Source: an optimization exercise on an open RTL-to-GDS flow (aim: small area, a short achievable clock period and few clock cycles per item). Production flows keep margins and buffers that such runs may drop.
No run shown here included a check of the RTL's function; only the layout flow was run.
Power is estimated from default activity; no workload was simulated.

==> flow/design.v <==
module alu #(
    parameter INST_W = 4,
    parameter INT_W  = 6,
    parameter FRAC_W = 10,
    parameter DATA_W = INT_W + FRAC_W
)(
    input                      i_clk,
    input                      i_rst_n,
    input                      i_in_valid,
    output                     o_busy,
    input         [INST_W-1:0] i_inst,
    input  signed [DATA_W-1:0] i_data_a,
    input  signed [DATA_W-1:0] i_data_b,
    output                     o_out_valid,
    output        [DATA_W-1:0] o_data
);
integer i;
reg        busy_q;
reg        v1;
reg [15:0] a1, b1;
reg [15:0] asel1;      
reg [7:0]  enc_one, enc_two, enc_neg;
reg [1:0]  icode;      
reg [1:0]  kind1;      
reg        sub1, rot1;                       
reg        op_as1, op_xor1, op_sh1, op_clz1;  
wire sp_c1 = (i_data_a[15:11] == 5'b00000);             
wire sp_c5 = !i_data_a[15] && !sp_c1;                   
wire sp_c2 = (i_data_a[15:10] == 6'b111111);            
wire sp_c3 = (i_data_a[15:10] == 6'b111110);            
wire sp_c4 = (i_data_a[15:10] == 6'b111101);            
wire [15:0] sp_k = sp_c1 ? 16'd10922 :
                   sp_c2 ? 16'd5461  :
                   sp_c3 ? 16'd3641  :
                   sp_c4 ? 16'd1820  :
                   sp_c5 ? 16'd16384 : 16'd0;
wire        in_sp = (i_inst == 4'd4);
wire [15:0] op_b = in_sp ? sp_k : i_data_b;
wire [16:0] op_bx = {op_b, 1'b0};
wire        take = i_in_valid && !busy_q;
assign o_busy = busy_q;
always @(posedge i_clk or negedge i_rst_n) begin
    if (!i_rst_n) begin
        busy_q <= 1'b1;
        v1     <= 1'b0;
    end else begin
        busy_q <= 1'b0;
        v1     <= take;
    end
end
always @(posedge i_clk) begin
    a1    <= i_data_a;
    b1    <= op_b;
    for (i = 0; i < 16; i = i + 1)
        asel1[i] <= take && (i_inst == 4'd3) && (i_data_a[3:0] == i);
    kind1   <= (i_inst == 4'd3) ? 2'd1 : (i_inst == 4'd2) ? 2'd2 : in_sp ? 2'd3 : 2'd0;
    sub1    <= (i_inst == 4'd1);
    rot1    <= (i_inst == 4'd7);
    op_as1  <= (i_inst == 4'd0) || (i_inst == 4'd1);
    op_xor1 <= (i_inst == 4'd5);
    op_sh1  <= (i_inst == 4'd6) || (i_inst == 4'd7);
    op_clz1 <= (i_inst == 4'd8);
    icode <= !in_sp ? 2'd0 : (sp_c1 || sp_c2) ? 2'd1 : sp_c3 ? 2'd2 : sp_c4 ? 2'd3 : 2'd0;
    for (i = 0; i < 8; i = i + 1) begin
        enc_one[i] <= op_bx[2*i+1] ^ op_bx[2*i];
        enc_two[i] <= (op_bx[2*i+2] & ~op_bx[2*i+1] & ~op_bx[2*i]) | (~op_bx[2*i+2] & op_bx[2*i+1] & op_bx[2*i]);
        enc_neg[i] <= op_bx[2*i+2];
    end
end
reg        v2;
reg [1:0]  kind2;      
reg [15:0] x2;         
reg [23:0] m0, m1;     
reg        mc;         
reg [15:0] asel2;
reg [9:0]  hi_rd2;     
reg        ac2;        
reg [5:0]  bh2;        
reg [9:0]  acc_lo [0:15];
reg [9:0]  acc_hi [0:15];
reg [15:0] accw;
reg [9:0]  lo_cur, hi_arr;
always @(*) begin
    lo_cur = 10'd0;
    hi_arr = 10'd0;
    for (i = 0; i < 16; i = i + 1) begin
        lo_cur = lo_cur | ({10{asel1[i] & accw[i]}} & acc_lo[i]);
        hi_arr = hi_arr | ({10{asel1[i] & accw[i]}} & acc_hi[i]);
    end
end
wire       hi_fwd = |(asel1 & asel2);
wire [9:0] hi_sum;
wire [9:0] hi_cur = hi_fwd ? hi_sum : hi_arr;
wire [10:0] lo_sum = {1'b0, lo_cur} + {1'b0, b1[9:0]};
always @(posedge i_clk) begin
    for (i = 0; i < 16; i = i + 1)
        if (asel1[i]) acc_lo[i] <= lo_sum[9:0];
end
always @(posedge i_clk or negedge i_rst_n) begin
    if (!i_rst_n) accw <= 16'd0;
    else          accw <= accw | asel1;
end
wire is_acc = (kind1 == 2'd1);
wire bo0 = enc_one[0];
wire bt0 = enc_two[0];
wire bn0 = enc_neg[0];
wire pp0_0 = ((bo0 & a1[0]) | (bt0 & 1'b0)) ^ bn0;
wire pp0_1 = ((bo0 & a1[1]) | (bt0 & a1[0])) ^ bn0;
wire pp0_2 = ((bo0 & a1[2]) | (bt0 & a1[1])) ^ bn0;
wire pp0_3 = ((bo0 & a1[3]) | (bt0 & a1[2])) ^ bn0;
wire pp0_4 = ((bo0 & a1[4]) | (bt0 & a1[3])) ^ bn0;
wire pp0_5 = ((bo0 & a1[5]) | (bt0 & a1[4])) ^ bn0;
wire pp0_6 = ((bo0 & a1[6]) | (bt0 & a1[5])) ^ bn0;
wire pp0_7 = ((bo0 & a1[7]) | (bt0 & a1[6])) ^ bn0;
wire pp0_8 = ((bo0 & a1[8]) | (bt0 & a1[7])) ^ bn0;
wire pp0_9 = ((bo0 & a1[9]) | (bt0 & a1[8])) ^ bn0;
wire pp0_10 = ((bo0 & a1[10]) | (bt0 & a1[9])) ^ bn0;
wire pp0_11 = ((bo0 & a1[11]) | (bt0 & a1[10])) ^ bn0;
wire pp0_12 = ((bo0 & a1[12]) | (bt0 & a1[11])) ^ bn0;
wire pp0_13 = ((bo0 & a1[13]) | (bt0 & a1[12])) ^ bn0;
wire pp0_14 = ((bo0 & a1[14]) | (bt0 & a1[13])) ^ bn0;
wire pp0_15 = ((bo0 & a1[15]) | (bt0 & a1[14])) ^ bn0;
wire pp0_16 = ~(((bo0 & a1[15]) | (bt0 & a1[15])) ^ bn0);
wire bo1 = enc_one[1];
wire bt1 = enc_two[1];
wire bn1 = enc_neg[1];
wire pp1_0 = ((bo1 & a1[0]) | (bt1 & 1'b0)) ^ bn1;
wire pp1_1 = ((bo1 & a1[1]) | (bt1 & a1[0])) ^ bn1;
wire pp1_2 = ((bo1 & a1[2]) | (bt1 & a1[1])) ^ bn1;
wire pp1_3 = ((bo1 & a1[3]) | (bt1 & a1[2])) ^ bn1;
wire pp1_4 = ((bo1 & a1[4]) | (bt1 & a1[3])) ^ bn1;
wire pp1_5 = ((bo1 & a1[5]) | (bt1 & a1[4])) ^ bn1;
wire pp1_6 = ((bo1 & a1[6]) | (bt1 & a1[5])) ^ bn1;
wire pp1_7 = ((bo1 & a1[7]) | (bt1 & a1[6])) ^ bn1;
wire pp1_8 = ((bo1 & a1[8]) | (bt1 & a1[7])) ^ bn1;
wire pp1_9 = ((bo1 & a1[9]) | (bt1 & a1[8])) ^ bn1;
wire pp1_10 = ((bo1 & a1[10]) | (bt1 & a1[9])) ^ bn1;
wire pp1_11 = ((bo1 & a1[11]) | (bt1 & a1[10])) ^ bn1;
wire pp1_12 = ((bo1 & a1[12]) | (bt1 & a1[11])) ^ bn1;
wire pp1_13 = ((bo1 & a1[13]) | (bt1 & a1[12])) ^ bn1;
wire pp1_14 = ((bo1 & a1[14]) | (bt1 & a1[13])) ^ bn1;
wire pp1_15 = ((bo1 & a1[15]) | (bt1 & a1[14])) ^ bn1;
wire pp1_16 = ~(((bo1 & a1[15]) | (bt1 & a1[15])) ^ bn1);
wire bo2 = enc_one[2];
wire bt2 = enc_two[2];
wire bn2 = enc_neg[2];
wire pp2_0 = ((bo2 & a1[0]) | (bt2 & 1'b0)) ^ bn2;
wire pp2_1 = ((bo2 & a1[1]) | (bt2 & a1[0])) ^ bn2;
wire pp2_2 = ((bo2 & a1[2]) | (bt2 & a1[1])) ^ bn2;
wire pp2_3 = ((bo2 & a1[3]) | (bt2 & a1[2])) ^ bn2;
wire pp2_4 = ((bo2 & a1[4]) | (bt2 & a1[3])) ^ bn2;
wire pp2_5 = ((bo2 & a1[5]) | (bt2 & a1[4])) ^ bn2;
wire pp2_6 = ((bo2 & a1[6]) | (bt2 & a1[5])) ^ bn2;
wire pp2_7 = ((bo2 & a1[7]) | (bt2 & a1[6])) ^ bn2;
wire pp2_8 = ((bo2 & a1[8]) | (bt2 & a1[7])) ^ bn2;
wire pp2_9 = ((bo2 & a1[9]) | (bt2 & a1[8])) ^ bn2;
wire pp2_10 = ((bo2 & a1[10]) | (bt2 & a1[9])) ^ bn2;
wire pp2_11 = ((bo2 & a1[11]) | (bt2 & a1[10])) ^ bn2;
wire pp2_12 = ((bo2 & a1[12]) | (bt2 & a1[11])) ^ bn2;
wire pp2_13 = ((bo2 & a1[13]) | (bt2 & a1[12])) ^ bn2;
wire pp2_14 = ((bo2 & a1[14]) | (bt2 & a1[13])) ^ bn2;
wire pp2_15 = ((bo2 & a1[15]) | (bt2 & a1[14])) ^ bn2;
wire pp2_16 = ~(((bo2 & a1[15]) | (bt2 & a1[15])) ^ bn2);
wire bo3 = enc_one[3];
wire bt3 = enc_two[3];
wire bn3 = enc_neg[3];
wire pp3_0 = ((bo3 & a1[0]) | (bt3 & 1'b0)) ^ bn3;
wire pp3_1 = ((bo3 & a1[1]) | (bt3 & a1[0])) ^ bn3;
wire pp3_2 = ((bo3 & a1[2]) | (bt3 & a1[1])) ^ bn3;
wire pp3_3 = ((bo3 & a1[3]) | (bt3 & a1[2])) ^ bn3;
wire pp3_4 = ((bo3 & a1[4]) | (bt3 & a1[3])) ^ bn3;
wire pp3_5 = ((bo3 & a1[5]) | (bt3 & a1[4])) ^ bn3;
wire pp3_6 = ((bo3 & a1[6]) | (bt3 & a1[5])) ^ bn3;
wire pp3_7 = ((bo3 & a1[7]) | (bt3 & a1[6])) ^ bn3;
wire pp3_8 = ((bo3 & a1[8]) | (bt3 & a1[7])) ^ bn3;
wire pp3_9 = ((bo3 & a1[9]) | (bt3 & a1[8])) ^ bn3;
wire pp3_10 = ((bo3 & a1[10]) | (bt3 & a1[9])) ^ bn3;
wire pp3_11 = ((bo3 & a1[11]) | (bt3 & a1[10])) ^ bn3;
wire pp3_12 = ((bo3 & a1[12]) | (bt3 & a1[11])) ^ bn3;
wire pp3_13 = ((bo3 & a1[13]) | (bt3 & a1[12])) ^ bn3;
wire pp3_14 = ((bo3 & a1[14]) | (bt3 & a1[13])) ^ bn3;
wire pp3_15 = ((bo3 & a1[15]) | (bt3 & a1[14])) ^ bn3;
wire pp3_16 = ~(((bo3 & a1[15]) | (bt3 & a1[15])) ^ bn3);
wire bo4 = enc_one[4];
wire bt4 = enc_two[4];
wire bn4 = enc_neg[4];
wire pp4_0 = ((bo4 & a1[0]) | (bt4 & 1'b0)) ^ bn4;
wire pp4_1 = ((bo4 & a1[1]) | (bt4 & a1[0])) ^ bn4;
wire pp4_2 = ((bo4 & a1[2]) | (bt4 & a1[1])) ^ bn4;
wire pp4_3 = ((bo4 & a1[3]) | (bt4 & a1[2])) ^ bn4;
wire pp4_4 = ((bo4 & a1[4]) | (bt4 & a1[3])) ^ bn4;
wire pp4_5 = ((bo4 & a1[5]) | (bt4 & a1[4])) ^ bn4;
wire pp4_6 = ((bo4 & a1[6]) | (bt4 & a1[5])) ^ bn4;
wire pp4_7 = ((bo4 & a1[7]) | (bt4 & a1[6])) ^ bn4;
wire pp4_8 = ((bo4 & a1[8]) | (bt4 & a1[7])) ^ bn4;
wire pp4_9 = ((bo4 & a1[9]) | (bt4 & a1[8])) ^ bn4;
wire pp4_10 = ((bo4 & a1[10]) | (bt4 & a1[9])) ^ bn4;
wire pp4_11 = ((bo4 & a1[11]) | (bt4 & a1[10])) ^ bn4;
wire pp4_12 = ((bo4 & a1[12]) | (bt4 & a1[11])) ^ bn4;
wire pp4_13 = ((bo4 & a1[13]) | (bt4 & a1[12])) ^ bn4;
wire pp4_14 = ((bo4 & a1[14]) | (bt4 & a1[13])) ^ bn4;
wire pp4_15 = ((bo4 & a1[15]) | (bt4 & a1[14])) ^ bn4;
wire pp4_16 = ~(((bo4 & a1[15]) | (bt4 & a1[15])) ^ bn4);
wire bo5 = enc_one[5];
wire bt5 = enc_two[5];
wire bn5 = enc_neg[5];
wire pp5_0 = ((bo5 & a1[0]) | (bt5 & 1'b0)) ^ bn5;
wire pp5_1 = ((bo5 & a1[1]) | (bt5 & a1[0])) ^ bn5;
wire pp5_2 = ((bo5 & a1[2]) | (bt5 & a1[1])) ^ bn5;
wire pp5_3 = ((bo5 & a1[3]) | (bt5 & a1[2])) ^ bn5;
wire pp5_4 = ((bo5 & a1[4]) | (bt5 & a1[3])) ^ bn5;
wire pp5_5 = ((bo5 & a1[5]) | (bt5 & a1[4])) ^ bn5;
wire pp5_6 = ((bo5 & a1[6]) | (bt5 & a1[5])) ^ bn5;
wire pp5_7 = ((bo5 & a1[7]) | (bt5 & a1[6])) ^ bn5;
wire pp5_8 = ((bo5 & a1[8]) | (bt5 & a1[7])) ^ bn5;
wire pp5_9 = ((bo5 & a1[9]) | (bt5 & a1[8])) ^ bn5;
wire pp5_10 = ((bo5 & a1[10]) | (bt5 & a1[9])) ^ bn5;
wire pp5_11 = ((bo5 & a1[11]) | (bt5 & a1[10])) ^ bn5;
wire pp5_12 = ((bo5 & a1[12]) | (bt5 & a1[11])) ^ bn5;
wire pp5_13 = ((bo5 & a1[13]) | (bt5 & a1[12])) ^ bn5;
wire pp5_14 = ((bo5 & a1[14]) | (bt5 & a1[13])) ^ bn5;
wire pp5_15 = ((bo5 & a1[15]) | (bt5 & a1[14])) ^ bn5;
wire pp5_16 = ~(((bo5 & a1[15]) | (bt5 & a1[15])) ^ bn5);
wire bo6 = enc_one[6];
wire bt6 = enc_two[6];
wire bn6 = enc_neg[6];
wire pp6_0 = ((bo6 & a1[0]) | (bt6 & 1'b0)) ^ bn6;
wire pp6_1 = ((bo6 & a1[1]) | (bt6 & a1[0])) ^ bn6;
wire pp6_2 = ((bo6 & a1[2]) | (bt6 & a1[1])) ^ bn6;
wire pp6_3 = ((bo6 & a1[3]) | (bt6 & a1[2])) ^ bn6;
wire pp6_4 = ((bo6 & a1[4]) | (bt6 & a1[3])) ^ bn6;
wire pp6_5 = ((bo6 & a1[5]) | (bt6 & a1[4])) ^ bn6;
wire pp6_6 = ((bo6 & a1[6]) | (bt6 & a1[5])) ^ bn6;
wire pp6_7 = ((bo6 & a1[7]) | (bt6 & a1[6])) ^ bn6;
wire pp6_8 = ((bo6 & a1[8]) | (bt6 & a1[7])) ^ bn6;
wire pp6_9 = ((bo6 & a1[9]) | (bt6 & a1[8])) ^ bn6;
wire pp6_10 = ((bo6 & a1[10]) | (bt6 & a1[9])) ^ bn6;
wire pp6_11 = ((bo6 & a1[11]) | (bt6 & a1[10])) ^ bn6;
wire pp6_12 = ((bo6 & a1[12]) | (bt6 & a1[11])) ^ bn6;
wire pp6_13 = ((bo6 & a1[13]) | (bt6 & a1[12])) ^ bn6;
wire pp6_14 = ((bo6 & a1[14]) | (bt6 & a1[13])) ^ bn6;
wire pp6_15 = ((bo6 & a1[15]) | (bt6 & a1[14])) ^ bn6;
wire pp6_16 = ~(((bo6 & a1[15]) | (bt6 & a1[15])) ^ bn6);
wire bo7 = enc_one[7];
wire bt7 = enc_two[7];
wire bn7 = enc_neg[7];
wire pp7_0 = ((bo7 & a1[0]) | (bt7 & 1'b0)) ^ bn7;
wire pp7_1 = ((bo7 & a1[1]) | (bt7 & a1[0])) ^ bn7;
wire pp7_2 = ((bo7 & a1[2]) | (bt7 & a1[1])) ^ bn7;
wire pp7_3 = ((bo7 & a1[3]) | (bt7 & a1[2])) ^ bn7;
wire pp7_4 = ((bo7 & a1[4]) | (bt7 & a1[3])) ^ bn7;
wire pp7_5 = ((bo7 & a1[5]) | (bt7 & a1[4])) ^ bn7;
wire pp7_6 = ((bo7 & a1[6]) | (bt7 & a1[5])) ^ bn7;
wire pp7_7 = ((bo7 & a1[7]) | (bt7 & a1[6])) ^ bn7;
wire pp7_8 = ((bo7 & a1[8]) | (bt7 & a1[7])) ^ bn7;
wire pp7_9 = ((bo7 & a1[9]) | (bt7 & a1[8])) ^ bn7;
wire pp7_10 = ((bo7 & a1[10]) | (bt7 & a1[9])) ^ bn7;
wire pp7_11 = ((bo7 & a1[11]) | (bt7 & a1[10])) ^ bn7;
wire pp7_12 = ((bo7 & a1[12]) | (bt7 & a1[11])) ^ bn7;
wire pp7_13 = ((bo7 & a1[13]) | (bt7 & a1[12])) ^ bn7;
wire pp7_14 = ((bo7 & a1[14]) | (bt7 & a1[13])) ^ bn7;
wire pp7_15 = ((bo7 & a1[15]) | (bt7 & a1[14])) ^ bn7;
wire pp7_16 = ~(((bo7 & a1[15]) | (bt7 & a1[15])) ^ bn7);
wire kc9 = (icode == 2'd0);
wire kc11 = (icode == 2'd1) | (icode == 2'd2);
wire kc12 = (icode == 2'd2) | (icode == 2'd3);
wire kc13 = (icode == 2'd3);
wire kc14 = (icode == 2'd1) | (icode == 2'd2) | (icode == 2'd3) | bn7;
wire kc15 = (icode == 2'd1);
wire kc16 = (icode == 2'd0) | (icode == 2'd1) | (icode == 2'd2);
wire kc17 = (icode == 2'd0);
wire kc18 = (icode == 2'd1);
wire kc19 = (icode == 2'd0) | (icode == 2'd2);
wire kc20 = (icode == 2'd1) | (icode == 2'd2);
wire kc21 = (icode == 2'd0) | (icode == 2'd2);
wire kc22 = (icode == 2'd1);
wire kc23 = (icode == 2'd0);
wire kc24 = (icode == 2'd1) | (icode == 2'd2) | (icode == 2'd3);
wire hs0 = bn5 ^ pp0_10;
wire hc0 = bn5 & pp0_10;
wire fs0 = kc11 ^ pp0_11 ^ pp1_9;
wire fc0 = (kc11 & pp0_11) | (kc11 & pp1_9) | (pp0_11 & pp1_9);
wire fs1 = bn6 ^ kc12 ^ pp0_12;
wire fc1 = (bn6 & kc12) | (bn6 & pp0_12) | (kc12 & pp0_12);
wire fs2 = pp1_10 ^ pp2_8 ^ pp3_6;
wire fc2 = (pp1_10 & pp2_8) | (pp1_10 & pp3_6) | (pp2_8 & pp3_6);
wire fs3 = kc13 ^ pp0_13 ^ pp1_11;
wire fc3 = (kc13 & pp0_13) | (kc13 & pp1_11) | (pp0_13 & pp1_11);
wire fs4 = pp2_9 ^ pp3_7 ^ pp4_5;
wire fc4 = (pp2_9 & pp3_7) | (pp2_9 & pp4_5) | (pp3_7 & pp4_5);
wire fs5 = kc14 ^ pp0_14 ^ pp1_12;
wire fc5 = (kc14 & pp0_14) | (kc14 & pp1_12) | (pp0_14 & pp1_12);
wire fs6 = pp2_10 ^ pp3_8 ^ pp4_6;
wire fc6 = (pp2_10 & pp3_8) | (pp2_10 & pp4_6) | (pp3_8 & pp4_6);
wire hs1 = pp5_4 ^ pp6_2;
wire hc1 = pp5_4 & pp6_2;
wire fs7 = kc15 ^ pp0_15 ^ pp1_13;
wire fc7 = (kc15 & pp0_15) | (kc15 & pp1_13) | (pp0_15 & pp1_13);
wire fs8 = pp2_11 ^ pp3_9 ^ pp4_7;
wire fc8 = (pp2_11 & pp3_9) | (pp2_11 & pp4_7) | (pp3_9 & pp4_7);
wire fs9 = pp5_5 ^ pp6_3 ^ pp7_1;
wire fc9 = (pp5_5 & pp6_3) | (pp5_5 & pp7_1) | (pp6_3 & pp7_1);
wire fs10 = kc16 ^ pp0_16 ^ pp1_14;
wire fc10 = (kc16 & pp0_16) | (kc16 & pp1_14) | (pp0_16 & pp1_14);
wire fs11 = pp2_12 ^ pp3_10 ^ pp4_8;
wire fc11 = (pp2_12 & pp3_10) | (pp2_12 & pp4_8) | (pp3_10 & pp4_8);
wire fs12 = pp5_6 ^ pp6_4 ^ pp7_2;
wire fc12 = (pp5_6 & pp6_4) | (pp5_6 & pp7_2) | (pp6_4 & pp7_2);
wire fs13 = kc17 ^ pp1_15 ^ pp2_13;
wire fc13 = (kc17 & pp1_15) | (kc17 & pp2_13) | (pp1_15 & pp2_13);
wire fs14 = pp3_11 ^ pp4_9 ^ pp5_7;
wire fc14 = (pp3_11 & pp4_9) | (pp3_11 & pp5_7) | (pp4_9 & pp5_7);
wire hs2 = pp6_5 ^ pp7_3;
wire hc2 = pp6_5 & pp7_3;
wire fs15 = kc18 ^ pp1_16 ^ pp2_14;
wire fc15 = (kc18 & pp1_16) | (kc18 & pp2_14) | (pp1_16 & pp2_14);
wire fs16 = pp3_12 ^ pp4_10 ^ pp5_8;
wire fc16 = (pp3_12 & pp4_10) | (pp3_12 & pp5_8) | (pp4_10 & pp5_8);
wire hs3 = pp6_6 ^ pp7_4;
wire hc3 = pp6_6 & pp7_4;
wire fs17 = kc19 ^ pp2_15 ^ pp3_13;
wire fc17 = (kc19 & pp2_15) | (kc19 & pp3_13) | (pp2_15 & pp3_13);
wire fs18 = pp4_11 ^ pp5_9 ^ pp6_7;
wire fc18 = (pp4_11 & pp5_9) | (pp4_11 & pp6_7) | (pp5_9 & pp6_7);
wire fs19 = kc20 ^ pp2_16 ^ pp3_14;
wire fc19 = (kc20 & pp2_16) | (kc20 & pp3_14) | (pp2_16 & pp3_14);
wire hs4 = pp4_12 ^ pp5_10;
wire hc4 = pp4_12 & pp5_10;
wire fs20 = kc21 ^ pp3_15 ^ pp4_13;
wire fc20 = (kc21 & pp3_15) | (kc21 & pp4_13) | (pp3_15 & pp4_13);
wire hs5 = kc22 ^ pp3_16;
wire hc5 = kc22 & pp3_16;
wire hs6 = bn3 ^ pp0_6;
wire hc6 = bn3 & pp0_6;
wire hs7 = pp0_7 ^ pp1_5;
wire hc7 = pp0_7 & pp1_5;
wire fs21 = bn4 ^ pp0_8 ^ pp1_6;
wire fc21 = (bn4 & pp0_8) | (bn4 & pp1_6) | (pp0_8 & pp1_6);
wire hs8 = pp2_4 ^ pp3_2;
wire hc8 = pp2_4 & pp3_2;
wire fs22 = kc9 ^ pp0_9 ^ pp1_7;
wire fc22 = (kc9 & pp0_9) | (kc9 & pp1_7) | (pp0_9 & pp1_7);
wire fs23 = pp2_5 ^ pp3_3 ^ pp4_1;
wire fc23 = (pp2_5 & pp3_3) | (pp2_5 & pp4_1) | (pp3_3 & pp4_1);
wire fs24 = pp1_8 ^ pp2_6 ^ pp3_4;
wire fc24 = (pp1_8 & pp2_6) | (pp1_8 & pp3_4) | (pp2_6 & pp3_4);
wire fs25 = pp4_2 ^ pp5_0 ^ hs0;
wire fc25 = (pp4_2 & pp5_0) | (pp4_2 & hs0) | (pp5_0 & hs0);
wire fs26 = pp2_7 ^ pp3_5 ^ pp4_3;
wire fc26 = (pp2_7 & pp3_5) | (pp2_7 & pp4_3) | (pp3_5 & pp4_3);
wire fs27 = pp5_1 ^ hc0 ^ fs0;
wire fc27 = (pp5_1 & hc0) | (pp5_1 & fs0) | (hc0 & fs0);
wire fs28 = pp4_4 ^ pp5_2 ^ pp6_0;
wire fc28 = (pp4_4 & pp5_2) | (pp4_4 & pp6_0) | (pp5_2 & pp6_0);
wire fs29 = fc0 ^ fs1 ^ fs2;
wire fc29 = (fc0 & fs1) | (fc0 & fs2) | (fs1 & fs2);
wire fs30 = pp5_3 ^ pp6_1 ^ fc1;
wire fc30 = (pp5_3 & pp6_1) | (pp5_3 & fc1) | (pp6_1 & fc1);
wire fs31 = fc2 ^ fs3 ^ fs4;
wire fc31 = (fc2 & fs3) | (fc2 & fs4) | (fs3 & fs4);
wire fs32 = pp7_0 ^ hs1 ^ fc3;
wire fc32 = (pp7_0 & hs1) | (pp7_0 & fc3) | (hs1 & fc3);
wire fs33 = fc4 ^ fs5 ^ fs6;
wire fc33 = (fc4 & fs5) | (fc4 & fs6) | (fs5 & fs6);
wire fs34 = hc1 ^ fc5 ^ fc6;
wire fc34 = (hc1 & fc5) | (hc1 & fc6) | (fc5 & fc6);
wire fs35 = fs7 ^ fs8 ^ fs9;
wire fc35 = (fs7 & fs8) | (fs7 & fs9) | (fs8 & fs9);
wire fs36 = fc7 ^ fc8 ^ fc9;
wire fc36 = (fc7 & fc8) | (fc7 & fc9) | (fc8 & fc9);
wire fs37 = fs10 ^ fs11 ^ fs12;
wire fc37 = (fs10 & fs11) | (fs10 & fs12) | (fs11 & fs12);
wire fs38 = hs2 ^ fc10 ^ fc11;
wire fc38 = (hs2 & fc10) | (hs2 & fc11) | (fc10 & fc11);
wire fs39 = fc12 ^ fs13 ^ fs14;
wire fc39 = (fc12 & fs13) | (fc12 & fs14) | (fs13 & fs14);
wire fs40 = hc2 ^ hs3 ^ fc13;
wire fc40 = (hc2 & hs3) | (hc2 & fc13) | (hs3 & fc13);
wire fs41 = fc14 ^ fs15 ^ fs16;
wire fc41 = (fc14 & fs15) | (fc14 & fs16) | (fs15 & fs16);
wire fs42 = pp7_5 ^ hc3 ^ fc15;
wire fc42 = (pp7_5 & hc3) | (pp7_5 & fc15) | (hc3 & fc15);
wire fs43 = fc16 ^ fs17 ^ fs18;
wire fc43 = (fc16 & fs17) | (fc16 & fs18) | (fs17 & fs18);
wire fs44 = pp6_8 ^ pp7_6 ^ hs4;
wire fc44 = (pp6_8 & pp7_6) | (pp6_8 & hs4) | (pp7_6 & hs4);
wire fs45 = fc17 ^ fc18 ^ fs19;
wire fc45 = (fc17 & fc18) | (fc17 & fs19) | (fc18 & fs19);
wire fs46 = pp5_11 ^ pp6_9 ^ pp7_7;
wire fc46 = (pp5_11 & pp6_9) | (pp5_11 & pp7_7) | (pp6_9 & pp7_7);
wire fs47 = hc4 ^ fc19 ^ fs20;
wire fc47 = (hc4 & fc19) | (hc4 & fs20) | (fc19 & fs20);
wire fs48 = pp4_14 ^ pp5_12 ^ pp6_10;
wire fc48 = (pp4_14 & pp5_12) | (pp4_14 & pp6_10) | (pp5_12 & pp6_10);
wire fs49 = pp7_8 ^ hs5 ^ fc20;
wire fc49 = (pp7_8 & hs5) | (pp7_8 & fc20) | (hs5 & fc20);
wire fs50 = kc23 ^ pp4_15 ^ pp5_13;
wire fc50 = (kc23 & pp4_15) | (kc23 & pp5_13) | (pp4_15 & pp5_13);
wire fs51 = pp6_11 ^ pp7_9 ^ hc5;
wire fc51 = (pp6_11 & pp7_9) | (pp6_11 & hc5) | (pp7_9 & hc5);
wire fs52 = kc24 ^ pp4_16 ^ pp5_14;
wire fc52 = (kc24 & pp4_16) | (kc24 & pp5_14) | (pp4_16 & pp5_14);
wire hs9 = pp6_12 ^ pp7_10;
wire hc9 = pp6_12 & pp7_10;
wire fs53 = 1'b1 ^ pp5_15 ^ pp6_13;
wire fc53 = (1'b1 & pp5_15) | (1'b1 & pp6_13) | (pp5_15 & pp6_13);
wire hs10 = bn2 ^ pp0_4;
wire hc10 = bn2 & pp0_4;
wire hs11 = pp0_5 ^ pp1_3;
wire hc11 = pp0_5 & pp1_3;
wire fs54 = pp1_4 ^ pp2_2 ^ pp3_0;
wire fc54 = (pp1_4 & pp2_2) | (pp1_4 & pp3_0) | (pp2_2 & pp3_0);
wire fs55 = pp2_3 ^ pp3_1 ^ hc6;
wire fc55 = (pp2_3 & pp3_1) | (pp2_3 & hc6) | (pp3_1 & hc6);
wire fs56 = pp4_0 ^ hc7 ^ hs8;
wire fc56 = (pp4_0 & hc7) | (pp4_0 & hs8) | (hc7 & hs8);
wire fs57 = hc8 ^ fc21 ^ fs22;
wire fc57 = (hc8 & fc21) | (hc8 & fs22) | (fc21 & fs22);
wire fs58 = fc22 ^ fc23 ^ fs24;
wire fc58 = (fc22 & fc23) | (fc22 & fs24) | (fc23 & fs24);
wire fs59 = fc24 ^ fs26 ^ fc25;
wire fc59 = (fc24 & fs26) | (fc24 & fc25) | (fs26 & fc25);
wire fs60 = fc26 ^ fs28 ^ fc27;
wire fc60 = (fc26 & fs28) | (fc26 & fc27) | (fs28 & fc27);
wire fs61 = fc28 ^ fc29 ^ fs30;
wire fc61 = (fc28 & fc29) | (fc28 & fs30) | (fc29 & fs30);
wire fs62 = fc30 ^ fc31 ^ fs32;
wire fc62 = (fc30 & fc31) | (fc30 & fs32) | (fc31 & fs32);
wire fs63 = fc32 ^ fc33 ^ fs34;
wire fc63 = (fc32 & fc33) | (fc32 & fs34) | (fc33 & fs34);
wire fs64 = fc34 ^ fc35 ^ fs36;
wire fc64 = (fc34 & fc35) | (fc34 & fs36) | (fc35 & fs36);
wire fs65 = fc36 ^ fc37 ^ fs38;
wire fc65 = (fc36 & fc37) | (fc36 & fs38) | (fc37 & fs38);
wire fs66 = fc38 ^ fc39 ^ fs40;
wire fc66 = (fc38 & fc39) | (fc38 & fs40) | (fc39 & fs40);
wire fs67 = fc40 ^ fc41 ^ fs42;
wire fc67 = (fc40 & fc41) | (fc40 & fs42) | (fc41 & fs42);
wire fs68 = fc42 ^ fs44 ^ fc43;
wire fc68 = (fc42 & fs44) | (fc42 & fc43) | (fs44 & fc43);
wire fs69 = fs46 ^ fc44 ^ fc45;
wire fc69 = (fs46 & fc44) | (fs46 & fc45) | (fc44 & fc45);
wire fs70 = fc46 ^ fs48 ^ fc47;
wire fc70 = (fc46 & fs48) | (fc46 & fc47) | (fs48 & fc47);
wire fs71 = fc48 ^ fs50 ^ fs51;
wire fc71 = (fc48 & fs50) | (fc48 & fs51) | (fs50 & fs51);
wire fs72 = hs9 ^ fc50 ^ fs52;
wire fc72 = (hs9 & fc50) | (hs9 & fs52) | (fc50 & fs52);
wire fs73 = pp7_11 ^ hc9 ^ fc52;
wire fc73 = (pp7_11 & hc9) | (pp7_11 & fc52) | (hc9 & fc52);
wire fs74 = pp5_16 ^ pp6_14 ^ pp7_12;
wire fc74 = (pp5_16 & pp6_14) | (pp5_16 & pp7_12) | (pp6_14 & pp7_12);
wire hs12 = 1'b1 ^ pp6_15;
wire hc12 = 1'b1 & pp6_15;
wire hs13 = bn1 ^ pp0_2;
wire hc13 = bn1 & pp0_2;
wire hs14 = pp0_3 ^ pp1_1;
wire hc14 = pp0_3 & pp1_1;
wire fs75 = pp1_2 ^ pp2_0 ^ hs10;
wire fc75 = (pp1_2 & pp2_0) | (pp1_2 & hs10) | (pp2_0 & hs10);
wire fs76 = pp2_1 ^ hc10 ^ hs11;
wire fc76 = (pp2_1 & hc10) | (pp2_1 & hs11) | (hc10 & hs11);
wire fs77 = hc11 ^ hs6 ^ fs54;
wire fc77 = (hc11 & hs6) | (hc11 & fs54) | (hs6 & fs54);
wire fs78 = hs7 ^ fc54 ^ fs55;
wire fc78 = (hs7 & fc54) | (hs7 & fs55) | (fc54 & fs55);
wire fs79 = fs21 ^ fc55 ^ fs56;
wire fc79 = (fs21 & fc55) | (fs21 & fs56) | (fc55 & fs56);
wire fs80 = fs23 ^ fc56 ^ fs57;
wire fc80 = (fs23 & fc56) | (fs23 & fs57) | (fc56 & fs57);
wire fs81 = fs25 ^ fc57 ^ fs58;
wire fc81 = (fs25 & fc57) | (fs25 & fs58) | (fc57 & fs58);
wire fs82 = fc58 ^ fs27 ^ fs59;
wire fc82 = (fc58 & fs27) | (fc58 & fs59) | (fs27 & fs59);
wire fs83 = fs29 ^ fc59 ^ fs60;
wire fc83 = (fs29 & fc59) | (fs29 & fs60) | (fc59 & fs60);
wire fs84 = fs31 ^ fc60 ^ fs61;
wire fc84 = (fs31 & fc60) | (fs31 & fs61) | (fc60 & fs61);
wire fs85 = fs33 ^ fc61 ^ fs62;
wire fc85 = (fs33 & fc61) | (fs33 & fs62) | (fc61 & fs62);
wire fs86 = fs35 ^ fc62 ^ fs63;
wire fc86 = (fs35 & fc62) | (fs35 & fs63) | (fc62 & fs63);
wire fs87 = fs37 ^ fc63 ^ fs64;
wire fc87 = (fs37 & fc63) | (fs37 & fs64) | (fc63 & fs64);
wire fs88 = fs39 ^ fc64 ^ fs65;
wire fc88 = (fs39 & fc64) | (fs39 & fs65) | (fc64 & fs65);
wire fs89 = fs41 ^ fc65 ^ fs66;
wire fc89 = (fs41 & fc65) | (fs41 & fs66) | (fc65 & fs66);
wire fs90 = fs43 ^ fc66 ^ fs67;
wire fc90 = (fs43 & fc66) | (fs43 & fs67) | (fc66 & fs67);
wire fs91 = fs45 ^ fc67 ^ fs68;
wire fc91 = (fs45 & fc67) | (fs45 & fs68) | (fc67 & fs68);
wire fs92 = fs47 ^ fc68 ^ fs69;
wire fc92 = (fs47 & fc68) | (fs47 & fs69) | (fc68 & fs69);
wire fs93 = fs49 ^ fc69 ^ fs70;
wire fc93 = (fs49 & fc69) | (fs49 & fs70) | (fc69 & fs70);
wire fs94 = fc49 ^ fs71 ^ fc70;
wire fc94 = (fc49 & fs71) | (fc49 & fc70) | (fs71 & fc70);
wire fs95 = fc51 ^ fs72 ^ fc71;
wire fc95 = (fc51 & fs72) | (fc51 & fc71) | (fs72 & fc71);
wire fs96 = fs53 ^ fc72 ^ fs73;
wire fc96 = (fs53 & fc72) | (fs53 & fs73) | (fc72 & fs73);
wire fs97 = fc53 ^ fs74 ^ fc73;
wire fc97 = (fc53 & fs74) | (fc53 & fc73) | (fs74 & fc73);
wire fs98 = pp7_13 ^ hs12 ^ fc74;
wire fc98 = (pp7_13 & hs12) | (pp7_13 & fc74) | (hs12 & fc74);
wire fs99 = pp6_16 ^ pp7_14 ^ hc12;
wire fc99 = (pp6_16 & pp7_14) | (pp6_16 & hc12) | (pp7_14 & hc12);
wire hs15 = 1'b1 ^ pp7_15;
wire hc15 = 1'b1 & pp7_15;
wire [31:0] mr0 = {1'b1, pp7_16, fc99, fc98, fc97, fc96, fc95, fc94, fc93, fc92, fc91, fc90, fc89, fc88, fc87, fc86, fc85, fc84, fc83, fc82, fc81, fc80, fc79, fc78, fc77, fc76, fc75, hc14, hc13, pp1_0, pp0_1, bn0};
wire [31:0] mr1 = {1'b0, hc15, hs15, fs99, fs98, fs97, fs96, fs95, fs94, fs93, fs92, fs91, fs90, fs89, fs88, fs87, fs86, fs85, fs84, fs83, fs82, fs81, fs80, fs79, fs78, fs77, fs76, fs75, hs14, hs13, 1'b0, pp0_0};
wire [8:0] mlow = {1'b0, mr0[7:0]} + {1'b0, mr1[7:0]};
wire        sub  = sub1;
wire [15:0] bx   = b1 ^ {16{sub}};
wire [16:0] as   = {a1[15], a1} + {bx[15], bx} + {16'd0, sub};
wire [15:0] as_s = (as[16] == as[15]) ? as[15:0] : as[16] ? 16'h8000 : 16'h7fff;
wire        is_rot = rot1;
wire [3:0]  sh   = is_rot ? (4'd0 - b1[3:0]) : b1[3:0];
wire [15:0] rr   = ({a1, a1} >> sh);
reg  [15:0] therm;                        
always @(*) begin
    for (i = 0; i < 16; i = i + 1)
        therm[i] = (b1[3:0] > i);
end
reg  [15:0] shf;
always @(*) begin
    for (i = 0; i < 16; i = i + 1) begin
        if (is_rot)
            shf[i] = (b1[15:5] != 11'd0 || (b1[4] && therm[i])) ? 1'b0 : rr[i];
        else
            shf[i] = (b1[15:4] != 12'd0 || therm[15-i]) ? a1[15] : rr[i];
    end
end
reg  [4:0]  clz;
always @(*) begin
    clz = 5'd16;
    for (i = 0; i < 16; i = i + 1)
        if (a1[i]) clz = 5'd15 - i;
end
reg [15:0] rmatch;
always @(*) begin
    rmatch = 16'd0;
    for (i = 0; i < 13; i = i + 1)
        rmatch[i] = (a1[i +: 4] == {b1[15-i], b1[14-i], b1[13-i], b1[12-i]});
end
wire op_rm1 = !(op_as1 || op_xor1 || op_sh1 || op_clz1);
wire [15:0] simple = ({16{op_as1}}  & as_s) |
                     ({16{op_xor1}} & (a1 ^ b1)) |
                     ({16{op_sh1}}  & shf) |
                     ({16{op_clz1}} & {11'd0, clz}) |
                     ({16{op_rm1}}  & rmatch);
always @(posedge i_clk or negedge i_rst_n) begin
    if (!i_rst_n) v2 <= 1'b0;
    else          v2 <= v1;
end
always @(posedge i_clk) begin
    kind2 <= kind1;
    x2    <= is_acc ? {6'd0, lo_sum[9:0]} : simple;
    m0    <= mr0[31:8];
    m1    <= mr1[31:8];
    mc    <= mlow[8];
    asel2 <= asel1;
    hi_rd2 <= hi_cur;
    ac2   <= lo_sum[10];
    bh2   <= b1[15:10];
end
reg        vo;
reg [15:0] out_q;
assign hi_sum = hi_rd2 + {{4{bh2[5]}}, bh2} + {9'd0, ac2};
always @(posedge i_clk) begin
    for (i = 0; i < 16; i = i + 1)
        if (asel2[i]) acc_hi[i] <= hi_sum;
end
wire [23:0] t = m0 + m1 + {23'd0, mc};
wire [15:0] mul_r = (t[23:17] == 7'h00 || t[23:17] == 7'h7f) ? t[17:2] :
                    t[23] ? 16'h8000 : 16'h7fff;
wire [15:0] acc_r = (hi_sum[9:5] == 5'h00 || hi_sum[9:5] == 5'h1f) ? {hi_sum[5:0], x2[9:0]} :
                    hi_sum[9] ? 16'h8000 : 16'h7fff;
always @(posedge i_clk or negedge i_rst_n) begin
    if (!i_rst_n) vo <= 1'b0;
    else          vo <= v2;
end
always @(posedge i_clk) begin
    case (kind2)
        2'd1:    out_q <= acc_r;
        2'd2:    out_q <= mul_r;
        2'd3:    out_q <= t[21:6];
        default: out_q <= x2;
    endcase
end
assign o_out_valid = vo;
assign o_data      = out_q;
endmodule
==> flow/flow/run.sh <==
#!/bin/bash
cd "$(dirname "$0")/.."
cat >> config.mk <<'EOC'
export SETUP_SLACK_MARGIN = 7
export TNS_END_PERCENT = 10
export BUFFER_PORTS_ARGS = -buffer_cell sky130_fd_sc_hd__buf_2
export CTS_ARGS = -sink_clustering_enable -repair_clock_nets -dont_use_dummy_load
EOC
bash standard.sh > standard.log 2>&1
==> flow/standard.sh <==
#!/bin/bash
# synth_recipe.tcl (not shown) runs the flow's synth.tcl, then flattens the netlist and writes it again
# the make line also repeats each setting of config.mk as NAME=value (left out here)
make -C /OpenROAD-flow-scripts/flow DESIGN_CONFIG=/design/flow/config.mk WORK_HOME=/design/flow/orfs CLKGATE_MAP_FILE= SYNTH_SCRIPT=/design/flow/synth_recipe.tcl "${@:-finish}"
==> flow/config.mk <==
export PLATFORM = sky130hd
export DESIGN_NAME = alu
export DESIGN_NICKNAME = alu
export VERILOG_FILES = /design/flow/design.v
export SDC_FILE = /design/flow/constraint.sdc
export NUM_CORES = 4
export LEC_CHECK = 0
export CAP_MARGIN = 20
export CORE_MARGIN = 2
export CORE_UTILIZATION = 40
export SLEW_MARGIN = 20
export SETUP_SLACK_MARGIN = 7
export TNS_END_PERCENT = 10
export BUFFER_PORTS_ARGS = -buffer_cell sky130_fd_sc_hd__buf_2
export CTS_ARGS = -sink_clustering_enable -repair_clock_nets -dont_use_dummy_load
==> flow/constraint.sdc <==
create_clock -name core_clock -period 10.0 [get_ports {i_clk}]
set_input_delay 2.0000 -clock core_clock [delete_from_list [all_inputs] [get_ports {i_clk}]]
set_output_delay 2.0000 -clock core_clock [all_outputs]
set_load 0.01 [all_outputs]
==> results of run 1 <==
## cell usage after synthesis (80+ instances only)
| library cell | number |
|---|---|
| edfxtp_1 | 320 |
| dfxtp_1 | 187 |
| a22oi_1 | 173 |
| xnor2_1 | 151 |
| inv_1 | 139 |
| clkbuf_1 | 123 |
| xor2_1 | 109 |
| nand2_1 | 106 |
| fa_1 | 103 |
| nor2_1 | 90 |
| ha_1 | 86 |
| o21ai_0 | 80 |
## metrics by stage
step	utilization [%]	setup slack, ns	cell area, sq um
after global placement	42.4	5.81	29600
final	47.9	6.59	33400
after detailed placement	42.4	5.69	29600
after floorplan	-	6.73	29000
after CTS	46.9	6.56	32700
after global routing	47.9	6.47	33400
## worst max-delay path, stage by stage, from the launching register on
cell      delay, ns
dfrtp_1        0.38
and2_4         0.17
buf_12         0.13
a22o_1         0.23
a221oi_2       0.30
nand4_1        0.20
ha_4           0.34
a21o_1         0.17
a21oi_4        0.07
buf_4          0.14
xnor2_2        0.83
o22a_1         0.29
## flip-flops by register name (all words and copies together), names as in the netlist, 6 cells and up
register,count
acc_hi,160
acc_lo,160
m0,23
m1,23
a1,16
accw,16
asel1,16
asel2,16
out_q,16
x2,16
hi_rd2,10
b1,8
enc_one,8
enc_two,8
enc_neg,7
bh2,6
## kinds of logic after synthesis
kind of cell / after synthesis / share of synthesized area (%)
AOI/OAI and AO/OA: 629 / 16.5
DFF: 527 / 49.2
and+or+nand+nor: 452 / 8.03
buffers and inverters: 315 / 4.42
xor gates and xnor gates: 260 / 8.09
adders and majority gates: 189 / 11.2
muxes: 51 / 2.57
other: 1 / 0.0133
## area by class of cell
cell class | count | area, sq um
Timing Repair Buffer | 226 | 2160
Antenna cell | 1 | 2.50
Multi-Input combinational cell | 1583 | 14100
Tap cell | 940 | 1180
Fill cell | 6156 | 36300
Sequential cell | 527 | 13900
Clock buffer | 58 | 1450
Inverter | 143 | 557
## power by group through the flow
stage | clock network [mW] | logic (mW) | registers (mW)
final | 1.80 | 2.74 | 2.61
after global routing | 1.89 | 3.00 | 2.62
after CTS | 1.82 | 2.50 | 2.60
after detailed placement | 0 | 2.41 | 2.64
after global placement | 0 | 2.38 | 2.64
after floorplan | 0 | 1.75 | 2.57
## worst max path at each step
stage | startpoint | depth (start not counted) | end | slack, ns
2_1_floorplan | i_inst[1] | 6 | enc_two[4] | 6.73
3_3_place_gp | asel1[8] | 13 | acc_lo[12][9] | 5.81
3_5_place_dp | enc_one[0] | 10 | x2[2] | 5.69
4_1_cts | hi_rd2[0] | 12 | out_q[9] | 6.56
5_1_grt | accw[12] | 15 | acc_lo[10][8] | 6.47
6_report | accw[2] | 11 | x2[4] | 6.59
## layer usage
| metal | share of wire (%) | up-vias |
|---|---|---|
| met5 | 0.049 | - |
| met1 | 42 | 10454 |
| met3 | 7.4 | 175 |
| li1 | - | 9121 |
| met4 | 3.2 | 2 |
| met2 | 47 | 992 |
## timing repair
| action | in CTS | in global routing |
|---|---|---|
| buffers inserted | 76 | 30 |
| setup endpoints to repair | 225 | 236 |
| hold endpoints to repair | 0 | 0 |
| pin swaps | 33 | 48 |
| resized for setup | 160 | 100 |
| gates cloned | 12 | 1 |
==> results.toml, run 1 <==
[synth]
avgSynthCellArea_sq_um = 11.6
ys_seq_area_share_pct = 49.2
ys_ff_latch = 527
ys_types = 93
synth_top_area_cell = "edfxtp_1"
ys.flop_type = "edfxtp_1"
post-synth-top-area-fraction_pct = 34.1
synth.net_count = 2652
yosys_warnings = 3
synth-edff-count = 320
async_reset_ff_share_pct = 3.80
syn-cell-area_sq_um = 28100
synth.area.top_cells = "edfxtp_1 34%, dfxtp_1 13%, fa_1 7.3%"
synth_cells = 2424

[worst_setup_path]
crit_type = "reg -> reg"
end_kind = "flip-flop"
r2r_setup_slack_ns = 6.59
cp-start-kind = "flip-flop"
cp.required_ns = 10.50
r2r_cells = 11
r2r_start = "accw[2]"
r2r_end = "x2[4]"
crit_arrival_ns = 3.91
worstPathMaxFanout = 17

[die]
die_w_um = 269
initial_core_util_pct = 40.3
dieArea_sq_um = 72500
ios = 57
die_h_um = 269
core_area_sq_um = 69800
core.rowCount = 97

[min_path]
min_to = "vo"
hold_path.startpoint = "v2"
hold_path.class = "reg -> reg"
min_path_cells = 0

[sta]
clock_skew_ns = 0.103
final-setup-viol-count = 0
final_max_slew_viol_count = 0
finalCriticalPeriod_ns = 3.41
finalHoldViolations = 0
max_freq_mhz = 293
grt_setup_unrepaired = "yes"
hold_ws_ns = 0.355
fin_tns_setup_ns = 0
period_share_pct = 34.1
worst-slew-pin-transition_ns = 1.13
slew_headroom_pct = 24.7

[detailed_routing]
drtIter0Drc = 1991
drc = 0
ant_nets = 0
wl_um = 91000
via_per_inst = 5.96
vias = 20744
drtPass1Iterations = 5
wl_per_cell_um = 26.2

[clock_tree]
insertion_delay_ns = 0.66
cts_hold_buffers = 0
clock-sinks = 527
clockBufferDepth = 3
cts_tree = "done"
htreeDepth = 2
cts-root-buf = "clkbuf_16"
numCtsBuffers = 58
clk_pin_slew_worst_paths_ns = 0.06

[placement]
gp_congestion = 0.868
dp_cells = 3300
hpwlAfterDp_um = 57500
port_buffers = 56

[global_routing]
grt_pass1_vias = 21017
grtUsageMet1_pct = 33.4
top_usage_layer = "met2"
grt_use_met2_pct = 40.4
antenna_found_initial = 1
grt_max_degree = 30
grt_overflow = 0
grt_use_met3_pct = 3.37
grt_pass1_wl_um = 135000
grt_usage_pct = 24.5

[layout]
drive_above_1_share_pct = 21.4
final_common_cell = "edfxtp_1"
finalNetCount = 2767
synthToLayoutAreaGrowth_pct = 18.8
instances_no_fill = 3478
layout_common_cells = "320 x edfxtp_1, 155 x a22oi_1, 155 x dfxtp_1, 136 x inv_1, 134 x xnor2_1"

[power_and_ir_drop]
p_clk_share_pct = 25.1
power_density_nw_per_um2 = 214
p_int_mw = 4.60
vdd_ir_drop_max_mv = 0.170
p_comb_share_pct = 38.3
p_sw_share_pct = 35.6
power_frac_seq_pct = 36.5
leakage_nw = 12.5
p_switching_mw = 2.54
total_power_mw = 7.15

[flow_run]
drv_cap = 0

[status]
status = "complete, no violations"
==> inputs of run 2 (changes only) <==
--- a/flow/design.v
+++ b/flow/design.v
@@ -73,8 +73,8 @@
 reg [23:0] m0, m1;     
 reg        mc;         
-reg [15:0] asel2;
-reg [9:0]  hi_rd2;     
+reg [3:0]  idx2;       
+reg        acc2;       
+reg [9:0]  hi_pre2;    
 reg        ac2;        
-reg [5:0]  bh2;        
 reg [9:0]  acc_lo [0:15];
 reg [9:0]  acc_hi [0:15];
@@ -89,7 +89,8 @@
     end
 end
-wire       hi_fwd = |(asel1 & asel2);
+wire       hi_fwd = acc2 && asel1[idx2];
 wire [9:0] hi_sum;
 wire [9:0] hi_cur = hi_fwd ? hi_sum : hi_arr;
+wire [9:0] hi_pre = hi_cur + {{4{b1[15]}}, b1[15:10]};
 wire [10:0] lo_sum = {1'b0, lo_cur} + {1'b0, b1[9:0]};
 always @(posedge i_clk) begin
@@ -561,15 +562,15 @@
     m1    <= mr1[31:8];
     mc    <= mlow[8];
-    asel2 <= asel1;
-    hi_rd2 <= hi_cur;
+    idx2  <= a1[3:0];
+    acc2  <= |asel1;
+    hi_pre2 <= hi_pre;
     ac2   <= lo_sum[10];
-    bh2   <= b1[15:10];
 end
 reg        vo;
 reg [15:0] out_q;
-assign hi_sum = hi_rd2 + {{4{bh2[5]}}, bh2} + {9'd0, ac2};
+assign hi_sum = hi_pre2 + {9'd0, ac2};
 always @(posedge i_clk) begin
     for (i = 0; i < 16; i = i + 1)
-        if (asel2[i]) acc_hi[i] <= hi_sum;
+        if (acc2 && idx2 == i) acc_hi[i] <= hi_sum;
 end
 wire [23:0] t = m0 + m1 + {23'd0, mc};
--- a/flow/flow/run.sh
+++ b/flow/flow/run.sh
@@ -7,3 +7,3 @@
 export CTS_ARGS = -sink_clustering_enable -repair_clock_nets -dont_use_dummy_load
 EOC
-bash standard.sh > standard.log 2>&1
+bash standard.sh CORE_UTILIZATION=60 PLACE_DENSITY=0.7 finish > standard.log 2>&1
==> run 2 against run 1 <==
Effect of this change: still clean; cell area down 1.7%; via count up 4.2%; clock-buffer cell count down 7; total power down 3.6%; synthesized cell count up 0.17%; register-to-register slack better by 0.06 ns; highest routed layer is now met4.
==> results.toml, run 2 <==
[synth]
ys_top_cells_by_count = "320 x edfxtp_1, 182 x a22oi_1, 170 x dfxtp_1"
synth_top_area_cell = "edfxtp_1"
ys_seq_area_share_pct = 48.2
synth-edff-count = 320
syn-cell-area_sq_um = 28000
synth.area.top_cells = "edfxtp_1 34%, dfxtp_1 12%, fa_1 7.3%"
synth.net_count = 2658
avgSynthCellArea_sq_um = 11.5
synth.most_common_cell = "edfxtp_1"
ys_ff_latch = 510
post-synth-top-area-fraction_pct = 34.3
synth_cells = 2428
async_reset_ff_share_pct = 3.92
yosys_warnings = 3
ys_types = 90
ys.flop_type = "edfxtp_1"

[global_routing]
grt_use_met2_pct = 56.9
grt_use_met3_pct = 9.26
top_usage_layer = "met2"
antenna_found_initial = 1
grt_pass1_wl_um = 134000
grt_max_degree = 31
grtUsageMet1_pct = 54.7
grt_usage_pct = 38.0
grt_pass1_vias = 20670
grt_overflow = 0

[worst_setup_path]
crit_type = "reg -> reg"
endpoint = "m1[11]"
r2r_start = "enc_neg[4]"
r2r_end = "m1[11]"
crit_start = "enc_neg[4]"
cp.required_ns = 10.41
crit_arrival_ns = 3.76
r2r_setup_slack_ns = 6.65
r2r_cells = 9
end_kind = "flip-flop"
worstPathMaxFanout = 15
cp-start-kind = "flip-flop"

[layout]
register_area_sq_um = 13600
multi_input_area_sq_um = 14200
layout_common_cells = "320 x edfxtp_1, 175 x a22oi_1, 162 x xnor2_1, 150 x buf_4, 138 x inv_1"
fillCellCount = 3217
drive_above_1_share_pct = 22.0
finalNetCount = 2802
synthToLayoutAreaGrowth_pct = 17.2
utilization_pct = 70.9
top_regs = "acc_hi (160), acc_lo (160)"
final_common_cell = "edfxtp_1"

[min_path]
hold_path.class = "reg -> reg"

[sta]
finalHoldViolations = 0
slew_headroom_pct = 26.0
finalCriticalPeriod_ns = 3.35
period_share_pct = 33.5
worst-slew-pin-transition_ns = 1.10
final_max_slew_viol_count = 0
clock_skew_ns = 0.0674
max_freq_mhz = 299
final-setup-viol-count = 0
fin_tns_setup_ns = 0
fin_ws_ns = 6.65
grt_setup_unrepaired = "yes"

[detailed_routing]
vias = 21621
drtPass1Iterations = 6
via_per_inst = 6.80
drc = 0
wl_per_cell_um = 28.7
drtIter0Drc = 3236
wl_um = 91100
ant_nets = 0

[clock_tree]
clk_pin_slew_worst_paths_ns = 0.06
insertion_delay_ns = 0.61
htreeDepth = 2
clockBufferDepth = 3
clock-sinks = 510
numCtsBuffers = 51
cts_tree = "done"
cts_hold_buffers = 0
cts-root-buf = "clkbuf_16"

[die]
die_w_um = 220
core_area_sq_um = 46400
initial_core_util_pct = 60.5
dieArea_sq_um = 48500
die_h_um = 220
core.rowCount = 79
ios = 57

[power_and_ir_drop]
p_sw_share_pct = 35.8
p_clk_share_pct = 23.4
power_density_nw_per_um2 = 210
p_comb_share_pct = 39.8
p_int_mw = 4.42
vdd_ir_drop_max_mv = 0.224
power_frac_seq_pct = 36.8
p_switching_mw = 2.47
leakage_nw = 12.6

[placement]
hpwlAfterDp_um = 53600
pre_cts_slack_ns = 5.60
gp_congestion = 0.964
port_buffers = 56

[status]
status = "complete, no violations"

[flow_run]
drv_cap = 0
## run 2: changes by cell type after synthesis, sizes merged, moves of 10 or more
cell    previous run  this run
nor2              90       135
nand2            107        72
a21oi             79        99
xnor2            151       169
dfxtp            187       170
nand3             51        35
o21ai             86        70
xor2             109        93
o22a              16         1
a221oi            69        57
a22oi            173       183
nor3              41        31
## run 2: cell families after synthesis
logic type / Yosys count / share of synthesized area [%]
XOR/XNOR: 262 / 8.19
other: 1 / 0.0134
AO/OA/AOI/OAI: 637 / 16.7
flip-flops: 510 / 48.2
adder cells (fa/ha/maj): 191 / 11.3
buffers and inverters: 318 / 4.35
AND/OR/NAND/NOR: 450 / 8.19
multiplexers: 59 / 3.10
## run 2: final cells by class
cell class                      count  share of cell area, %
Antenna cell                        3                 0.0228
Clock buffer                       51                   3.88
Inverter                          145                   1.76
Multi-Input combinational cell   1607                   43.1
Sequential cell                   510                   41.5
Tap cell                          607                   2.31
Timing Repair Buffer              257                   7.47
## run 2: worst min-delay path by stage
stage,startpoint,endpoint,slack (ns),depth (start not counted)
floorplan,v1,v2,0.33,0
global placement,v1,v2,0.33,0
detailed placement,v1,v2,0.34,0
CTS,v1,v2,0.35,0
global route,v2,vo,0.36,0
finish,v2,vo,0.35,0
## run 2: worst max-delay path, stage by stage, from the launching register on
cell,delay [ns]
dfxtp_1,0.30
buf_4,0.33
clkinvlp_4,0.20
buf_12,0.18
xnor2_1,0.22
fa_1,0.46
fa_1,0.40
fa_1,0.57
inv_1,0.08
fa_1,0.43
## run 2: power by group through the flow
stage                     Combinational, mW  Clock (mW)  Sequential [mW]
final                                  2.74        1.61             2.53
after global routing                   3.02        1.70             2.54
after CTS                              2.64        1.62             2.52
after detailed placement               2.52           0             2.56
after global placement                 2.49           0             2.56
after floorplan                        1.83           0             2.50
## run 2: metrics by stage
step	total power, mW	std cells	hold slack [ns]	instance area, sq um
finish	6.89	3180	0.346	32900
global route	7.26	3177	0.361	32900
detailed placement	5.08	2975	0.339	29200
floorplan	4.33	2428	0.331	28900
global placement	5.05	2975	0.334	29200
CTS	6.78	3163	0.351	32600
## run 2: routing by layer
metal / part of all wire [%] / wire, um
met1: 39 / 35200
met2: 44 / 39800
met3: 14 / 12600
met4: 3.8 / 3480
met5: 0 / 0
## run 2: timing repair
| item | in CTS | in global routing |
|---|---|---|
| endpoints found under the setup margin | 215 | 212 |
| setup buffers | 118 | 13 |
| resized for setup | 172 | 30 |
| hold endpoints to repair | 0 | 0 |
| pin swaps | 52 | 23 |
| gates cloned | 19 | 0 |
==> inputs of run 3 (changes only) <==
==> flow/flow/run.sh (replaced) <==
#!/bin/bash
cd "$(dirname "$0")/.."
cat >> config.mk <<'EOC'
export ABC_AREA = 1
export SETUP_SLACK_MARGIN = 7
export TNS_END_PERCENT = 10
export BUFFER_PORTS_ARGS = -buffer_cell sky130_fd_sc_hd__buf_2
export CTS_ARGS = -sink_clustering_enable -repair_clock_nets -dont_use_dummy_load -sink_clustering_size 22 -sink_clustering_max_diameter 120
EOC
bash standard.sh > standard.log 2>&1
--- a/flow/config.mk
+++ b/flow/config.mk
@@ -10,6 +10,7 @@
 export CORE_UTILIZATION = 40
 export SLEW_MARGIN = 20
+export ABC_AREA = 1
 export SETUP_SLACK_MARGIN = 7
 export TNS_END_PERCENT = 10
 export BUFFER_PORTS_ARGS = -buffer_cell sky130_fd_sc_hd__buf_2
-export CTS_ARGS = -sink_clustering_enable -repair_clock_nets -dont_use_dummy_load
+export CTS_ARGS = -sink_clustering_enable -repair_clock_nets -dont_use_dummy_load -sink_clustering_size 22 -sink_clustering_max_diameter 120
==> run 3 against run 2 <==
Effect of this change: still clean; critical path type unchanged; area after synthesis grew 3.5%; synthesized cell count grew 29%; non-clock buffer count shrank 18; first-iteration DRC count shrank 27%; via count grew 7.0%; die area grew 54%; register-to-register slack gained 0.04 ns; routed wire length grew 1.3%; sequential power shrank 2%; core utilization shrank 24 points.
==> results.toml, run 3 <==
[clock_tree]
clk_pin_slew_worst_paths_ns = 0.09
numCtsBuffers = 27
htreeDepth = 1
clock-sinks = 510
cts-root-buf = "clkbuf_16"
clockBufferDepth = 3
insertion_delay_ns = 0.61
cts_hold_buffers = 0
cts_tree = "done"

[detailed_routing]
via_per_inst = 5.50
ant_nets = 0
drc = 0
drtPass1Iterations = 6
wl_per_cell_um = 21.9
drtIter0Drc = 2376
wl_um = 92300
vias = 23139

[status]
status = "complete, no violations"

[die]
core_area_sq_um = 71600
die_h_um = 273
die_w_um = 273
core.rowCount = 98
dieArea_sq_um = 74700
initial_core_util_pct = 40.5
ios = 57

[power_and_ir_drop]
leakage_nw = 13.8
p_comb_share_pct = 43.0
power_density_nw_per_um2 = 190
p_sw_share_pct = 39.7
p_int_mw = 3.84
p_clk_share_pct = 17.9
p_switching_mw = 2.52
vdd_ir_drop_max_mv = 0.111
power_frac_seq_pct = 39.1

[synth]
synth_cells = 3123
ys_types = 66
ys_ff_latch = 510
async_reset_ff_share_pct = 3.92
synth.most_common_cell = "nand2_1"
synth-edff-count = 320
yosys_warnings = 3
avgSynthCellArea_sq_um = 9.29
synth_top_area_cell = "edfxtp_1"
post-synth-top-area-fraction_pct = 33.1
ys_top_cells_by_count = "664 x nand2_1, 327 x inv_1, 320 x edfxtp_1"
syn-cell-area_sq_um = 29000
ys.flop_type = "edfxtp_1"
ys_seq_area_share_pct = 46.6
synth.area.top_cells = "edfxtp_1 33%, dfxtp_1 12%, nand2_1 8.6%"
synth.net_count = 3353

[min_path]
hold_path.class = "reg -> reg"

[global_routing]
grt_pass1_wl_um = 137000
grt_max_degree = 42
grt_pass1_vias = 22397
grt_use_met2_pct = 37.7
grt_use_met3_pct = 4.79
antenna_found_initial = 1
grt_overflow = 0
top_usage_layer = "met2"
grt_usage_pct = 24.3
grtUsageMet1_pct = 33.3

[placement]
dp_cells = 4026
port_buffers = 56
hpwlAfterDp_um = 62000
gp_congestion = 0.936
pre_cts_slack_ns = 5.65
dpl_cell_area_sq_um = 30400

[worst_setup_path]
worstPathMaxFanout = 18
cp-start-kind = "flip-flop"
crit_arrival_ns = 3.78
end_kind = "flip-flop"
cp.required_ns = 10.46
crit_type = "reg -> reg"

[sta]
max_freq_mhz = 302
grt_setup_unrepaired = "yes"
finalHoldViolations = 0
finalCriticalPeriod_ns = 3.31
slew_headroom_pct = 31.6
final_max_slew_viol_count = 0
clock_skew_ns = 0.0553
period_share_pct = 33.1
fin_tns_setup_ns = 0
final-setup-viol-count = 0
fin_ws_ns = 6.69
worst-slew-pin-transition_ns = 1.02

[layout]
top_regs = "acc_hi (160), acc_lo (160)"
finalNetCount = 3490
final_common_cell = "nand2_1"
layout_common_cells = "637 x nand2_1, 320 x edfxtp_1, 298 x inv_1, 189 x xor2_1, 156 x nor2_1"
drive_above_1_share_pct = 18.3
fillCellCount = 6753
instances_no_fill = 4208
antenna_cells = 0
fin_area_sq_um = 33400
synthToLayoutAreaGrowth_pct = 15.2

[flow_run]
drv_cap = 0
[run 3: path summary, 6_finish.rpt]
path | start | endpoint | slack [ns] | cells past startpoint
max reg2reg | enc_neg[2] | m1[9] | 6.69 | 11
min reg2reg | v2 | vo | 0.36 | 0
max in group asynchronous | i_rst_n | accw[15] | 8.17 | 1
max | enc_neg[2] | m1[9] | 6.69 | 11
min | v2 | vo | 0.36 | 0
min in group asynchronous | i_rst_n | accw[1] | 1.40 | 1
[run 3: layer usage]
layer | share of wire, % | vias to the layer above
li1 | - | 10734
met1 | 43 | 11108
met2 | 44 | 1076
met3 | 8.6 | 221
met4 | 4.2 | 0
met5 | 0 | -
[run 3: repair_timing]
action | CTS | global route
endpoints found under the hold margin | 0 | 0
resized for setup | 161 | 110
setup endpoints to repair | 259 | 214
setup buffers | 93 | 50
cloned | 9 | 2
pin swaps | 17 | 34
[run 3: kinds of logic after synthesis]
| logic type | after synthesis | synth area share (%) |
|---|---|---|
| simple gates | 1120 | 17.1 |
| buf+inv | 515 | 7.05 |
| mux | 1 | 0.0388 |
| xor+xnor | 229 | 6.98 |
| other cells | 1 | 0.0129 |
| fa+ha+maj | 191 | 10.9 |
| flops | 510 | 46.6 |
| compound gates | 556 | 11.4 |
[run 3: power by group through the flow]
stage | sequential (mW) | clock, mW | combinational (mW)
floorplan | 2.50 | 0 | 1.90
global placement | 2.53 | 0 | 2.63
detailed placement | 2.53 | 0 | 2.66
CTS | 2.49 | 1.16 | 2.70
global route | 2.50 | 1.22 | 3.06
finish | 2.49 | 1.14 | 2.74
[run 3: cell type report]
type	instances	area (sq um)	area share [%]
Multi-Input combinational cell	2099	14300	42.8
Sequential cell	510	13600	40.7
Timing Repair Buffer	239	2010	6.02
Inverter	374	1590	4.75
Tap cell	950	1190	3.55
Clock buffer	27	676	2.02
Timing Repair inverter	9	57.6	0.172
[run 3: critical path: stages, from the launching register on]
cell and delay, ns:
dfxtp_1 0.32, buf_4 0.36, clkinvlp_4 0.18, buf_4 0.19, xor2_1 0.18, fa_1 0.54, inv_1 0.06, fa_1 0.37
inv_1 0.08, fa_1 0.41, inv_1 0.08, fa_1 0.40
[run 3: metrics by stage]
step	util [%]	total power, mW	hold slack, ns
after floorplan	-	4.39	0.331
after global placement	42.4	5.16	0.335
after detailed placement	42.4	5.19	0.338
after CTS	45.5	6.35	0.368
after global routing	46.7	6.78	0.378
final	46.7	6.36	0.362

## re-timing with driven ports
How much do the figures lean on ideal ports? The routed layouts below were timed once more, with nothing changed but the port constraints. Step 1 sets driving cells, clkbuf_16 on the clock port and buf_2 on the other inputs (assumed; they add their load-dependent delay and slew). Step 2 also shifts input and output timing later by t, the mid clock arrival at the registers, as if the neighbouring blocks saw the same clock. a / b / c = ideal / step 1 / step 2; a / b = the first two.
| run | t (ns) | slack for setup (ns) | worst data-port slew with drivers (ns) | pins driven straight from the clock port |
|---|---|---|---|---|
| run 1 | 0.673 | 6.588 / 6.588 / 5.994 | 0.05 | 1 |
| run 2 | 0.639 | 6.651 / 6.651 / 6.084 | 0.08 | 1 |
| run 3 | 0.647 | 6.687 / 6.687 / 6.276 | 0.04 | 1 |
After both steps setup and hold are still met in every run listed. For run 1, which loses most, drivers alone change the setup slack by 0.000 ns; drivers and shift together by -0.594 ns.
